What follows belongs to an exercise in optimizing a design on an open flow for small area; a production flow would make more cautious choices.
At most, simulation tests tie the RTL to the original design; equivalence was not proved.
The clock port is modelled as an ideal driver, which makes a skipped or thinned clock tree look cheaper than it is; a real chip needs a root buffer or a tree.
No activity file was given, so power comes from the tool's default toggle rates.

==> ember <==
// axis_jtag_v1_0
module axis_jtag_v1_0 #
(
   parameter integer C_S_AXIS_DATA_WIDTH   = 64,
   parameter integer C_S_AXIS_DATA_LENGTH  = 32,
   parameter integer C_TCK_CLOCK_RATIO     = 4
)
(
   input  wire                                  channel,
   input  wire                                  s_axis_aclk,
   input  wire                                  s_axis_aresetn,
   input  wire [C_S_AXIS_DATA_WIDTH-1 : 0]      s_axis_tdata,
   input  wire                                  s_axis_tvalid,
   output wire                                  s_axis_tready,
   input  wire [7 : 0]                          s_axis_tkeep,
   input  wire                                  s_axis_tlast,
   output wire                                  TCK_0,
   output wire                                  TMS_0,
   output wire                                  TDI_0,
   input  wire                                  TDO_0,
   output wire                                  TCK_1,
   output wire                                  TMS_1,
   output wire                                  TDI_1,
   input  wire                                  TDO_1
);
   reg  [7:0]  c;
   reg  [31:0] tms_q;
   reg  [31:0] tdi_q;
   wire [6:0]  k      = c[6:0];
   wire        active = ~c[7];
   wire        pull   = c[7] & c[0];
   wire        ready  = c[7] & c[1];
   wire        inc    = ~(pull & ~s_axis_tvalid);
   always @(posedge s_axis_aclk) begin
      if (!s_axis_aresetn)
         c <= 8'd128;
      else if (ready)
         c <= 8'd0;
      else
         c <= c + {7'd0, inc};
   end
  ...
==> module axis_jtag_v1_0, before the edit <==
module axis_jtag_v1_0 #
(
   parameter integer C_S_AXIS_DATA_WIDTH   = 64,
   parameter integer C_S_AXIS_DATA_LENGTH  = 32,
   parameter integer C_TCK_CLOCK_RATIO     = 4
)
(
   input  wire                                  channel,
   input  wire                                  s_axis_aclk,
   input  wire                                  s_axis_aresetn,
   input  wire [C_S_AXIS_DATA_WIDTH-1 : 0]      s_axis_tdata,
   input  wire                                  s_axis_tvalid,
   output wire                                  s_axis_tready,
   input  wire [7 : 0]                          s_axis_tkeep,
   input  wire                                  s_axis_tlast,
   output wire                                  TCK_0,
   output wire                                  TMS_0,
   output wire                                  TDI_0,
   input  wire                                  TDO_0,
   output wire                                  TCK_1,
   output wire                                  TMS_1,
   output wire                                  TDI_1,
   input  wire                                  TDO_1
);
   reg  [7:0]  c;
   reg  [31:0] tms_q;
   reg  [31:0] tdi_q;
   wire [6:0]  k      = c[6:0];
   wire        active = ~c[7];
   wire        pull   = c[7] & c[0];
   wire        ready  = c[7] & c[1];
   wire        inc    = ~(pull & ~s_axis_tvalid);
   always @(posedge s_axis_aclk) begin
      if (!s_axis_aresetn)
         c <= 8'd128;
      else if (ready)
         c <= 8'd0;
      else
         c <= c + {7'd0, inc};
   end
   always @(posedge s_axis_aclk) begin
      if (pull) begin
         tms_q <= s_axis_tdata[31:0];
         tdi_q <= s_axis_tdata[63:32];
      end
   end
   wire [7:0]  s1n = ~(8'b00000001 << k[4:2]);
   wire [3:0]  s2  = {4{active}} & (4'b0001 << k[6:5]);
   wire [3:0]  gms, gdi;
   genvar g;
   generate
      for (g = 0; g < 4; g = g + 1) begin : grp
         assign gms[g] = &(tms_q[8*g+7:8*g] | s1n);
         assign gdi[g] = &(tdi_q[8*g+7:8*g] | s1n);
      end
   endgenerate
   wire tck = active & k[1];
   wire tms = |(gms & s2);
   wire tdi = |(gdi & s2);
   assign s_axis_tready = ready;
   assign TCK_0 = ~channel & tck;
   assign TMS_0 = ~channel & tms;
   assign TDI_0 = ~channel & tdi;
   assign TCK_1 =  channel & tck;
   assign TMS_1 =  channel & tms;
   assign TDI_1 =  channel & tdi;
endmodule
==> flow/config.mk <==
export PLATFORM = sky130hd
export DESIGN_NAME = axis_jtag_v1_0
export DESIGN_NICKNAME = axis_jtag_v1_0
export VERILOG_FILES = /design/flow/design.v
export SDC_FILE = /design/flow/constraint.sdc
export NUM_CORES = 4
export LEC_CHECK = 0
export CAP_MARGIN = 20
export CORE_MARGIN = 2
export CORE_UTILIZATION = 35
export SLEW_MARGIN = 20
==> flow/constraint.sdc <==
create_clock -name core_clock -period 10.0 [get_ports {s_axis_aclk}]
set_input_delay 2.0000 -clock core_clock [delete_from_list [all_inputs] [get_ports {s_axis_aclk}]]
set_output_delay 2.0000 -clock core_clock [all_outputs]
set_load 0.01 [all_outputs]
standard.sh (not shown) runs the stock make flow with config.mk's settings and CLKGATE_MAP_FILE= SYNTH_SCRIPT=/design/flow/synth_recipe.tcl, a recipe that flattens the netlist after the stock synthesis.
==> flow/flow/run.sh <==
#!/bin/bash
# Layout flow: the standard ORFS flow (standard.sh) with three changes:
#  - synthesis maps the logic with an area-oriented ABC script (abc.script);
#    the registers are the standard synthesis's (ABC does not touch them);
#  - port buffers are the smallest buffer, sky130_fd_sc_hd__buf_1;
#  - clock tree synthesis without dummy loads.
# Each tool's output goes to the ORFS logs; make's output to standard.log.
set -euo pipefail
here=$(pwd)
cp flow/abc.script "$here/abc_area_opt.script"
cat > "$here/synth_opt.tcl" <<TCL
proc abc {args} {
  set i [lsearch -exact \$args -script]
  if { \$i >= 0 } { lset args [expr { \$i + 1 }] $here/abc_area_opt.script }
  yosys abc {*}\$args
}
source $here/synth_recipe.tcl
TCL
sed "s#SYNTH_SCRIPT=[^ ]*#SYNTH_SCRIPT=$here/synth_opt.tcl#" standard.sh > standard_opt.sh
export BUFFER_PORTS_ARGS="-buffer_cell sky130_fd_sc_hd__buf_1"
export CTS_ARGS="-sink_clustering_enable -repair_clock_nets -dont_use_dummy_load -buf_list sky130_fd_sc_hd__clkbuf_16 -sink_clustering_size 80 -sink_clustering_max_diameter 500"
bash standard_opt.sh > standard.log 2>&1
==> flow/flow/abc.script <==
&get -n
&st
&dch
&nf -R 1000 -p -F 8 -A 8 -a
&put
==> lagoon (differences from ember) <==
--- a/flow/design.v
+++ b/flow/design.v
@@ -26,5 +26,6 @@
    reg  [7:0]  c;
-   reg  [31:0] tms_q;
-   reg  [31:0] tdi_q;
-   wire [6:0]  k      = c[6:0];
+   reg  [30:0] a;
+   reg  [30:0] b;
+   reg         tms_r;
+   reg         tdi_r;
    wire        active = ~c[7];
@@ -32,2 +33,3 @@
    wire        ready  = c[7] & c[1];
+   wire        turn   = active;
    wire        inc    = ~(pull & ~s_axis_tvalid);
@@ -41,21 +43,18 @@
    end
+   wire [30:0] du = {s_axis_tdata[16], s_axis_tdata[1], s_axis_tdata[17], s_axis_tdata[2], s_axis_tdata[18], s_axis_tdata[3], s_axis_tdata[19], s_axis_tdata[4], s_axis_tdata[20], s_axis_tdata[5], s_axis_tdata[21], s_axis_tdata[6], s_axis_tdata[22], s_axis_tdata[7], s_axis_tdata[23], s_axis_tdata[8], s_axis_tdata[24], s_axis_tdata[9], s_axis_tdata[25], s_axis_tdata[10], s_axis_tdata[26], s_axis_tdata[11], s_axis_tdata[27], s_axis_tdata[12], s_axis_tdata[28], s_axis_tdata[13], s_axis_tdata[29], s_axis_tdata[14], s_axis_tdata[30], s_axis_tdata[15], s_axis_tdata[31]};
+   wire [30:0] dv = {s_axis_tdata[33], s_axis_tdata[49], s_axis_tdata[34], s_axis_tdata[50], s_axis_tdata[35], s_axis_tdata[51], s_axis_tdata[36], s_axis_tdata[52], s_axis_tdata[37], s_axis_tdata[53], s_axis_tdata[38], s_axis_tdata[54], s_axis_tdata[39], s_axis_tdata[55], s_axis_tdata[40], s_axis_tdata[56], s_axis_tdata[41], s_axis_tdata[57], s_axis_tdata[42], s_axis_tdata[58], s_axis_tdata[43], s_axis_tdata[59], s_axis_tdata[44], s_axis_tdata[60], s_axis_tdata[45], s_axis_tdata[61], s_axis_tdata[46], s_axis_tdata[62], s_axis_tdata[47], s_axis_tdata[63], s_axis_tdata[48]};
    always @(posedge s_axis_aclk) begin
-      if (pull) begin
-         tms_q <= s_axis_tdata[31:0];
-         tdi_q <= s_axis_tdata[63:32];
+      a <= ~((du & {31{pull}}) | (dv & {31{ready}}) |
+             ({b[29:0], b[30]} & {31{turn}}));
+      b <= a;
+   end
+   always @(posedge s_axis_aclk) begin
+      if (c[1] & (c[0] | c[7])) begin
+         tms_r <= ready ? ~s_axis_tdata[0]  : a[0];
+         tdi_r <= ready ? ~s_axis_tdata[32] : ~b[0];
       end
    end
-   wire [7:0]  s1n = ~(8'b00000001 << k[4:2]);
-   wire [3:0]  s2  = {4{active}} & (4'b0001 << k[6:5]);
-   wire [3:0]  gms, gdi;
-   genvar g;
-   generate
-      for (g = 0; g < 4; g = g + 1) begin : grp
-         assign gms[g] = &(tms_q[8*g+7:8*g] | s1n);
-         assign gdi[g] = &(tdi_q[8*g+7:8*g] | s1n);
-      end
-   endgenerate
-   wire tck = active & k[1];
-   wire tms = |(gms & s2);
-   wire tdi = |(gdi & s2);
+   wire tck = active & c[1];
+   wire tms = active & ~tms_r;
+   wire tdi = active & ~tdi_r;
    assign s_axis_tready = ready;
--- a/flow/flow/run.sh
+++ b/flow/flow/run.sh
@@ -5,3 +5,4 @@
 #  - port buffers are the smallest buffer, sky130_fd_sc_hd__buf_1;
-#  - clock tree synthesis without dummy loads.
+#  - a one-level clock tree of 4 buffers (flow/manual_cts.tcl) in place of
+#    clock_tree_synthesis.
 # Each tool's output goes to the ORFS logs; make's output to standard.log.
@@ -20,3 +21,4 @@
 export BUFFER_PORTS_ARGS="-buffer_cell sky130_fd_sc_hd__buf_1"
-export CTS_ARGS="-sink_clustering_enable -repair_clock_nets -dont_use_dummy_load -buf_list sky130_fd_sc_hd__clkbuf_16 -sink_clustering_size 80 -sink_clustering_max_diameter 500"
+export PRE_CTS_TCL="$here/flow/manual_cts.tcl"
+export CTS_ARGS="-sink_clustering_enable -repair_clock_nets -dont_use_dummy_load -buf_list sky130_fd_sc_hd__clkbuf_4"
 bash standard_opt.sh > standard.log 2>&1
==> flow/flow/abc.script (replaced) <==
strash
dc2
dc2
dch -f
amap
topo
==> flow/flow/manual_cts.tcl (new file) <==
# Sourced by ORFS's cts.tcl before clock tree synthesis (PRE_CTS_TCL).
# Replaces clock_tree_synthesis with a one-level tree: the flip-flops are
# split into 4 clusters by their placement (k-means) and each cluster gets one
# clock buffer, placed at its centre and driven by the clock port. The rest of
# cts.tcl (legalisation, timing repair) runs as usual.
proc clock_tree_synthesis { args } {
  set K 4
  set buf sky130_fd_sc_hd__buf_6
  set block [ord::get_db_block]
  set net [$block findNet s_axis_aclk]
  set pts {}
  foreach it [$net getITerms] {
    set i [$it getInst]
    set bb [$i getBBox]
    lappend pts [list [expr { ([$bb xMin] + [$bb xMax]) / 2000.0 }] \
      [expr { ([$bb yMin] + [$bb yMax]) / 2000.0 }] \
      [$i getName] [[$it getMTerm] getName]]
  }
  set n [llength $pts]
  puts "manual_cts: $n clock sinks, $K clusters of $buf"
  set srt [lsort -real -index 0 $pts]
  set cs {}
  for { set k 0 } { $k < $K } { incr k } {
    set p [lindex $srt [expr { int(($k + 0.5) * $n / $K) }]]
    lappend cs [list [lindex $p 0] [lindex $p 1]]
  }
  for { set it 0 } { $it < 50 } { incr it } {
    set asg {}
    foreach p $pts {
      set best 0
      set bd 1e18
      for { set k 0 } { $k < $K } { incr k } {
        set c [lindex $cs $k]
        set d [expr { pow([lindex $p 0] - [lindex $c 0], 2) + pow([lindex $p 1] - [lindex $c 1], 2) }]
        if { $d < $bd } {
          set bd $d
          set best $k
        }
      }
      lappend asg $best
    }
    set ncs {}
    for { set k 0 } { $k < $K } { incr k } {
      set sx 0
      set sy 0
      set m 0
      foreach p $pts a $asg {
        if { $a == $k } {
          set sx [expr { $sx + [lindex $p 0] }]
          set sy [expr { $sy + [lindex $p 1] }]
          incr m
        }
      }
      if { $m > 0 } {
        lappend ncs [list [expr { $sx / $m }] [expr { $sy / $m }]]
      } else {
        lappend ncs [lindex $cs $k]
      }
    }
    set cs $ncs
  }
  for { set k 0 } { $k < $K } { incr k } {
    set pins {}
    foreach p $pts a $asg {
      if { $a == $k } {
        lappend pins [get_pins "[lindex $p 2]/[lindex $p 3]"]
      }
    }
    if { [llength $pins] == 0 } {
      continue
    }
    puts "manual_cts: cluster $k, [llength $pins] sinks at [lindex $cs $k]"
    insert_buffer -buffer_cell $buf -net s_axis_aclk -load_pins $pins \
      -location [lindex $cs $k] -buffer_name clkbuf_leaf_$k \
      -net_name clknet_leaf_$k
  }
  set_propagated_clock [all_clocks]
}
--- a/flow/config.mk
+++ b/flow/config.mk
@@ -7,5 +7,5 @@
 export LEC_CHECK = 0
-export CAP_MARGIN = 20
+export CAP_MARGIN = 0
 export CORE_MARGIN = 2
-export CORE_UTILIZATION = 35
-export SLEW_MARGIN = 20
+export CORE_UTILIZATION = 60
+export SLEW_MARGIN = 0
==> pepper (differences from ember) <==
--- a/flow/design.v
+++ b/flow/design.v
@@ -26,5 +26,6 @@
    reg  [7:0]  c;
-   reg  [31:0] tms_q;
-   reg  [31:0] tdi_q;
-   wire [6:0]  k      = c[6:0];
+   reg  [30:0] a;
+   reg  [30:0] b;
+   reg         tms_r;
+   reg         tdi_r;
    wire        active = ~c[7];
@@ -32,2 +33,3 @@
    wire        ready  = c[7] & c[1];
+   wire        turn   = ~(pull | ready);
    wire        inc    = ~(pull & ~s_axis_tvalid);
@@ -41,21 +43,18 @@
    end
+   wire [30:0] du = {s_axis_tdata[16], s_axis_tdata[1], s_axis_tdata[17], s_axis_tdata[2], s_axis_tdata[18], s_axis_tdata[3], s_axis_tdata[19], s_axis_tdata[4], s_axis_tdata[20], s_axis_tdata[5], s_axis_tdata[21], s_axis_tdata[6], s_axis_tdata[22], s_axis_tdata[7], s_axis_tdata[23], s_axis_tdata[8], s_axis_tdata[24], s_axis_tdata[9], s_axis_tdata[25], s_axis_tdata[10], s_axis_tdata[26], s_axis_tdata[11], s_axis_tdata[27], s_axis_tdata[12], s_axis_tdata[28], s_axis_tdata[13], s_axis_tdata[29], s_axis_tdata[14], s_axis_tdata[30], s_axis_tdata[15], s_axis_tdata[31]};
+   wire [30:0] dv = {s_axis_tdata[33], s_axis_tdata[49], s_axis_tdata[34], s_axis_tdata[50], s_axis_tdata[35], s_axis_tdata[51], s_axis_tdata[36], s_axis_tdata[52], s_axis_tdata[37], s_axis_tdata[53], s_axis_tdata[38], s_axis_tdata[54], s_axis_tdata[39], s_axis_tdata[55], s_axis_tdata[40], s_axis_tdata[56], s_axis_tdata[41], s_axis_tdata[57], s_axis_tdata[42], s_axis_tdata[58], s_axis_tdata[43], s_axis_tdata[59], s_axis_tdata[44], s_axis_tdata[60], s_axis_tdata[45], s_axis_tdata[61], s_axis_tdata[46], s_axis_tdata[62], s_axis_tdata[47], s_axis_tdata[63], s_axis_tdata[48]};
    always @(posedge s_axis_aclk) begin
-      if (pull) begin
-         tms_q <= s_axis_tdata[31:0];
-         tdi_q <= s_axis_tdata[63:32];
+      a <= ~((du & {31{pull}}) | (dv & {31{ready}}) |
+             ({b[29:0], b[30]} & {31{turn}}));
+      b <= a;
+   end
+   always @(posedge s_axis_aclk) begin
+      if (c[1] & (c[0] | c[7])) begin
+         tms_r <= ready ? s_axis_tdata[0]  : ~a[0];
+         tdi_r <= ready ? s_axis_tdata[32] : b[0];
       end
    end
-   wire [7:0]  s1n = ~(8'b00000001 << k[4:2]);
-   wire [3:0]  s2  = {4{active}} & (4'b0001 << k[6:5]);
-   wire [3:0]  gms, gdi;
-   genvar g;
-   generate
-      for (g = 0; g < 4; g = g + 1) begin : grp
-         assign gms[g] = &(tms_q[8*g+7:8*g] | s1n);
-         assign gdi[g] = &(tdi_q[8*g+7:8*g] | s1n);
-      end
-   endgenerate
-   wire tck = active & k[1];
-   wire tms = |(gms & s2);
-   wire tdi = |(gdi & s2);
+   wire tck = active & c[1];
+   wire tms = active & tms_r;
+   wire tdi = active & tdi_r;
    assign s_axis_tready = ready;
--- a/flow/flow/run.sh
+++ b/flow/flow/run.sh
@@ -20,3 +20,3 @@
 export BUFFER_PORTS_ARGS="-buffer_cell sky130_fd_sc_hd__buf_1"
-export CTS_ARGS="-sink_clustering_enable -repair_clock_nets -dont_use_dummy_load -buf_list sky130_fd_sc_hd__clkbuf_16 -sink_clustering_size 80 -sink_clustering_max_diameter 500"
+export CTS_ARGS="-sink_clustering_enable -repair_clock_nets -dont_use_dummy_load -buf_list sky130_fd_sc_hd__clkbuf_4"
 bash standard_opt.sh > standard.log 2>&1
==> flow/flow/abc.script (replaced) <==
strash
dc2
dch -f
amap
==> delta (differences from ember) <==
--- a/flow/design.v
+++ b/flow/design.v
@@ -42,6 +42,4 @@
    always @(posedge s_axis_aclk) begin
-      if (pull) begin
-         tms_q <= s_axis_tdata[31:0];
-         tdi_q <= s_axis_tdata[63:32];
-      end
+      tms_q <= ~((s_axis_tdata[31:0]  | {32{~pull}}) & (tms_q | {32{pull}}));
+      tdi_q <= ~((s_axis_tdata[63:32] | {32{~pull}}) & (tdi_q | {32{pull}}));
    end
@@ -58,4 +56,4 @@
    wire tck = active & k[1];
-   wire tms = |(gms & s2);
-   wire tdi = |(gdi & s2);
+   wire tms = |(gms & s2) ^ (active & c[0]);
+   wire tdi = |(gdi & s2) ^ (active & c[0]);
    assign s_axis_tready = ready;
--- a/flow/flow/run.sh
+++ b/flow/flow/run.sh
@@ -20,3 +20,3 @@
 export BUFFER_PORTS_ARGS="-buffer_cell sky130_fd_sc_hd__buf_1"
-export CTS_ARGS="-sink_clustering_enable -repair_clock_nets -dont_use_dummy_load -buf_list sky130_fd_sc_hd__clkbuf_16 -sink_clustering_size 80 -sink_clustering_max_diameter 500"
+export CTS_ARGS="-sink_clustering_enable -repair_clock_nets -dont_use_dummy_load -buf_list {sky130_fd_sc_hd__clkbuf_2 sky130_fd_sc_hd__clkbuf_4}"
 bash standard_opt.sh > standard.log 2>&1
==> flow/flow/abc.script (replaced) <==
strash
dch
amap
topo
--- a/flow/config.mk
+++ b/flow/config.mk
@@ -9,3 +9,3 @@
 export CORE_MARGIN = 2
-export CORE_UTILIZATION = 35
+export CORE_UTILIZATION = 60
 export SLEW_MARGIN = 20
==> run notes <==
                                                                     ember           lagoon            delta         pepper
Run status                                no timing/DRC/antenna violations  no timing/DRC/antenna violations  no timing/DRC/antenna violations  no timing/DRC/antenna violations
Area growth syn-to-layout                                           23.68%           19.44%           17.61%         22.65%
Number of clock buffers in the layout                                    9                -                9              9
Chip Height                                                       91.57 um         61.67 um         67.82 um       79.80 um
Syn nets                                                               253              228              328            232
Post-synthesis average cell area                               15.60 sq um      13.58 sq um      9.893 sq um    13.32 sq um
Syn Inst Count                                                         172              147              247            151
Sequential fraction of design power                                  0.557            0.636            0.563          0.586
Worst setup timing slack at the placement stage                   5.410 ns         5.406 ns         5.331 ns       5.366 ns
CP Buf/Inv Count                                                         1                3                3              3
Capturing point of the worst reg2reg path                  c[4]$_SDFF_PP0_  c[5]$_SDFF_PP0_  c[6]$_SDFF_PP0_  a[17]$_DFF_P_
Worst Hold Slack                                                 0.5687 ns        0.3390 ns        0.4605 ns      0.3325 ns
Tapcell count                                                           99               44               50             72
Portion of total power attributed to the clock network               0.312            0.139            0.138          0.149
Portion of the layout cell area used by non-clock buffers          0.08594                -           0.1019         0.1187
Met3 GRT Util                                                      0.04315          0.02731          0.05263        0.05090
Clock slew at reported path FFs                                    0.04 ns          0.11 ns          0.08 ns        0.09 ns
Only the layout flow was run in ember; the RTL was not checked for function there. The clock cells of lagoon come from the design's own scripts or RTL, not from TritonCTS.

[what the ideal ports hide]
Ports are ideal in the flow. The routed layouts listed here were re-timed in OpenROAD.
Step 1 sets driving cells, clkbuf_16 on the clock port and buf_2 on the other inputs (assumed; they add their load-dependent delay and slew).
Step 2 adds t to the input delays and takes it off the output delays; t is the mean of the earliest and latest rising clock arrival at the registers after step 1. Input paths then give back, and output paths get back, about the clock's delay inside the block.
a / b / c = ideal / step 1 / step 2; a / b = the first two.
run	shift t [ns]	slack for setup (ns)	latest minus earliest clock arrival (ns)	worst register clock-pin slew, ns	worst slew at a driven data input, ns
ember	0.348	5.411 / 5.379 / 5.393	0.009 / 0.009	0.05 / 0.05	0.04
lagoon	0.188	5.402 / 5.377 / 5.377	0.012 / 0.012	0.11 / 0.11	0.06
pepper	0.407	5.365 / 5.341 / 5.341	0.019 / 0.020	0.11 / 0.11	0.04
delta	0.408	5.340 / 5.318 / 5.318	0.027 / 0.027	0.12 / 0.12	0.04
After both steps every run listed still meets setup and hold. For lagoon, which loses most, drivers alone change the setup slack by -0.025 ns; drivers and shift together by -0.025 ns.
